Context: an optimization exercise on an open-source flow, tuned for small area, a short achievable clock period and few clock cycles per item. The choices shown serve that exercise and are no tape-out recipe.

Setup of run K:
## booth_multiplier
module booth_multiplier(clk, reset_n, multiplier, multiplicand, op_start, op_clear, op_done, result);
==> module booth_multiplier, before the edit <==
module booth_multiplier(clk, reset_n, multiplier, multiplicand, op_start, op_clear, op_done, result);
	input clk, reset_n;
	input [63:0] multiplier;
	input [63:0] multiplicand;
	input op_start, op_clear;
	output op_done;
	output [127:0] result;
	localparam IDLE = 2'd0, BUSY = 2'd1, DONE = 2'd2;
	reg [1:0] state;
	reg [3:0] cnt;
	reg op_done;
	reg [63:0] lo;              
	reg [64:0] acc_s, acc_c;    
	reg [7:0]  pend_s, pend_c;  
	reg        cin;             
	reg [3:0]  sel1, sel2, neg;  
	wire [8:0] win_ld = {multiplier[7:0], 1'b0};
	wire [8:0] win_nx = lo[15:7];
	wire [8:0] win = (state == IDLE) ? win_ld : win_nx;
	wire [3:0] e1, e2, en;
	genvar t;
	generate
		for (t = 0; t < 4; t = t + 1) begin : g_enc
			wire b0 = win[2*t];
			wire b1 = win[2*t+1];
			wire b2 = win[2*t+2];
			assign e1[t] = b1 ^ b0;
			assign e2[t] = (b2 & ~b1 & ~b0) | (~b2 & b1 & b0);
			assign en[t] = b2 & ~(b1 & b0);
		end
	endgenerate
	wire [63:0] nvec;
	generate
		for (t = 0; t < 32; t = t + 1) begin : g_neg
			wire xm1 = (t == 0) ? 1'b0 : multiplier[2*t-1];
			assign nvec[2*t] = multiplier[2*t+1] & ~(multiplier[2*t] & xm1);
			assign nvec[2*t+1] = 1'b0;
		end
	endgenerate
	wire [64:0] pat [0:3];
	generate
		for (t = 0; t < 4; t = t + 1) begin : g_row
			wire [64:0] mag = ({65{sel1[t]}} & {multiplicand[63], multiplicand}) | ({65{sel2[t]}} & {multiplicand, 1'b0});
			assign pat[t] = mag ^ {65{neg[t]}};
		end
	endgenerate
	wire [72:0] l3_s, l3_c;
	csa_tree u_tree(.as(acc_s), .ac(acc_c), .p0(pat[0]), .p1(pat[1]), .p2(pat[2]), .p3(pat[3]), .s(l3_s), .c(l3_c));
	wire [72:0] sum = {acc_s[64:0], pend_s} + {acc_c[64:0], pend_c[7:1], cin};
	wire c8 = sum[8] ^ acc_s[0] ^ acc_c[0];
	wire idle = (state == IDLE);
	wire step = (state == BUSY) & ~cnt[3];
	wire fin = (state == BUSY) & cnt[3];
	always @(posedge clk or negedge reset_n) begin
		if (!reset_n) begin
			state <= IDLE;
			cnt <= 4'd0;
			op_done <= 1'b0;
		end else if (op_clear) begin
			state <= IDLE;
			op_done <= 1'b0;
		end else begin
			case (state)
				IDLE: if (op_start) begin state <= BUSY; cnt <= 4'd0; end
				BUSY: begin
					cnt <= cnt + 4'd1;
					if (cnt[3]) begin state <= DONE; op_done <= 1'b1; end
				end
				default: ;
			endcase
		end
	end
	always @(posedge clk) begin
		sel1 <= e1;
		sel2 <= e2;
		neg <= en;
		if (idle) begin
			acc_c <= {1'b0, nvec};
			pend_s <= 8'b0;
			pend_c <= 8'b0;
			cin <= 1'b0;
		end else begin
			acc_c <= l3_c[72:8];
			pend_s <= l3_s[7:0];
			pend_c <= l3_c[7:0];
			cin <= c8;
		end
		if (idle) begin
			lo <= multiplier;
			acc_s <= {1'b1, 64'b0};
		end else if (step) begin
			lo <= {sum[7:0], lo[63:8]};
			acc_s <= l3_s[72:8];
		end else if (fin) begin
			lo <= {sum[7:0], lo[63:8]};
			acc_s[63:0] <= sum[71:8];
		end
	end
	assign result = {acc_s[63:0], lo};
endmodule
export LEC_CHECK = 0
export CAP_MARGIN = 20
export CORE_MARGIN = 2
export CORE_UTILIZATION = 40
export CTS_CLUSTER_DIAMETER = 70
export CTS_CLUSTER_SIZE = 24
export SETUP_SLACK_MARGIN = 3.2
export SLEW_MARGIN = 20
export SYNTH_HIERARCHICAL = 1
export TNS_END_PERCENT = 5
create_clock -name core_clock -period 6.0 [get_ports {clk}]
standard.sh (not shown) runs the stock make flow with config.mk's settings and CLKGATE_MAP_FILE= SYNTH_SCRIPT=/design/flow/synth_recipe.tcl, a recipe that flattens the netlist after the stock synthesis.
==> flow/flow/run.sh <==
#!/bin/bash
# Standard ORFS layout, with the port buffers made of the smallest buffer cell.
set -euo pipefail
cd "$(dirname "$0")/.."
bash standard.sh 'BUFFER_PORTS_ARGS=-buffer_cell sky130_fd_sc_hd__buf_1' finish > standard_flow.log 2>&1
Run K completed; timing, DRC and antenna clean
Here is what was changed in the inputs of run P compared with run K.
--- a/flow/design.v
+++ b/flow/design.v
@@ -656,12 +656,13 @@
 	reg [3:0] cnt;
 	reg op_done;
 	reg [63:0] lo;              
 	reg [64:0] acc_s, acc_c;    
 	reg [7:0]  pend_s, pend_c;  
 	reg        cin;             
+	reg        first;           
 	reg [3:0]  sel1, sel2, neg;  
 	wire [8:0] win_ld = {multiplier[7:0], 1'b0};
 	wire [8:0] win_nx = lo[15:7];
 	wire [8:0] win = (state == IDLE) ? win_ld : win_nx;
 	wire [3:0] e1, e2, en;
 	genvar t;
@@ -687,14 +688,15 @@
 	generate
 		for (t = 0; t < 4; t = t + 1) begin : g_row
 			wire [64:0] mag = ({65{sel1[t]}} & {multiplicand[63], multiplicand}) | ({65{sel2[t]}} & {multiplicand, 1'b0});
 			assign pat[t] = mag ^ {65{neg[t]}};
 		end
 	endgenerate
+	wire [64:0] as_in = first ? {1'b1, 64'b0} : acc_s;
 	wire [72:0] l3_s, l3_c;
-	csa_tree u_tree(.as(acc_s), .ac(acc_c), .p0(pat[0]), .p1(pat[1]), .p2(pat[2]), .p3(pat[3]), .s(l3_s), .c(l3_c));
+	csa_tree u_tree(.as(as_in), .ac(acc_c), .p0(pat[0]), .p1(pat[1]), .p2(pat[2]), .p3(pat[3]), .s(l3_s), .c(l3_c));
 	wire [72:0] sum = {acc_s[64:0], pend_s} + {acc_c[64:0], pend_c[7:1], cin};
 	wire c8 = sum[8] ^ acc_s[0] ^ acc_c[0];
 	wire idle = (state == IDLE);
 	wire step = (state == BUSY) & ~cnt[3];
 	wire fin = (state == BUSY) & cnt[3];
 	always @(posedge clk or negedge reset_n) begin
@@ -717,35 +719,29 @@
 		end
 	end
 	always @(posedge clk) begin
 		sel1 <= e1;
 		sel2 <= e2;
 		neg <= en;
-		if (idle) begin
-			acc_c <= {1'b0, nvec};
-			pend_s <= 8'b0;
-			pend_c <= 8'b0;
-			cin <= 1'b0;
-		end else begin
+		first <= idle;
+		acc_s <= l3_s[72:8];
+		pend_s <= l3_s[7:0];
+		pend_c <= l3_c[7:0];
+		cin <= c8 & ~first;
+		if (step)
 			acc_c <= l3_c[72:8];
-			pend_s <= l3_s[7:0];
-			pend_c <= l3_c[7:0];
-			cin <= c8;
-		end
-		if (idle) begin
+		else if (idle)
+			acc_c <= {1'b0, nvec};
+		else if (fin)
+			acc_c[63:0] <= sum[71:8];
+		if (idle)
 			lo <= multiplier;
-			acc_s <= {1'b1, 64'b0};
-		end else if (step) begin
-			lo <= {sum[7:0], lo[63:8]};
-			acc_s <= l3_s[72:8];
-		end else if (fin) begin
+		else if (step | fin)
 			lo <= {sum[7:0], lo[63:8]};
-			acc_s[63:0] <= sum[71:8];
-		end
 	end
-	assign result = {acc_s[63:0], lo};
+	assign result = {acc_c[63:0], lo};
 endmodule
 module csa_tree(as, ac, p0, p1, p2, p3, s, c);
 	input [64:0] as, ac, p0, p1, p2, p3;
 	output [72:0] s, c;
 	wire [72:0] a0 = {8'b0, as};
 	wire [72:0] a1 = {8'b0, ac};
Findings:
The maximum clock frequency of run P is lower than that of run K.
For the number of detailed-routing iterations run before antenna repair, run P came in 1 higher than run K did.
| final standard cell utilization of the core | run P vs run K | 0.62 points higher |
Run P ended up with acc_c[62] as its capture point of the worst path; run K ended up with acc_s[52].
| core box area | run P vs run K | 0.57% higher |
Clock skew: run P and run K compared, lower one is run P
Run P vs. run K: final-layout clock buffer total went up by 3.
From run K to run P the numbers moved as follows: cell count shows a reduction of 46, area occupied by registers picked up an extra about 13%, post-cts resize count down 51.
No functional check of the RTL was part of any run of this note.

[static timing again, ports no longer ideal]
No port has a modelled driver above. Below, the same layouts with a new extraction and two added sets of constraints.
Step 1: set_driving_cell puts a clkbuf_16 on clk and a buf_2 on each other input, an assumption about the parent block.
Step 2 also shifts input and output timing later by t, the mid clock arrival at the registers, as if the neighbouring blocks saw the same clock.
a / b / c = no drivers / after step 1 / after step 2; a / b = the first two.
run | t (ns) | setup WS [ns] | worst setup path at the end | latest minus earliest clock arrival (ns)
run K | 0.605 | 2.795 / 2.795 / 2.214 | input to register | 0.038 / 0.039
run P | 0.614 | 2.717 / 2.717 / 2.145 | input to register | 0.020 / 0.020
After both steps every run listed still meets setup and hold. For run K, which loses most, drivers alone change the setup slack by 0.000 ns; drivers and shift together by -0.581 ns.
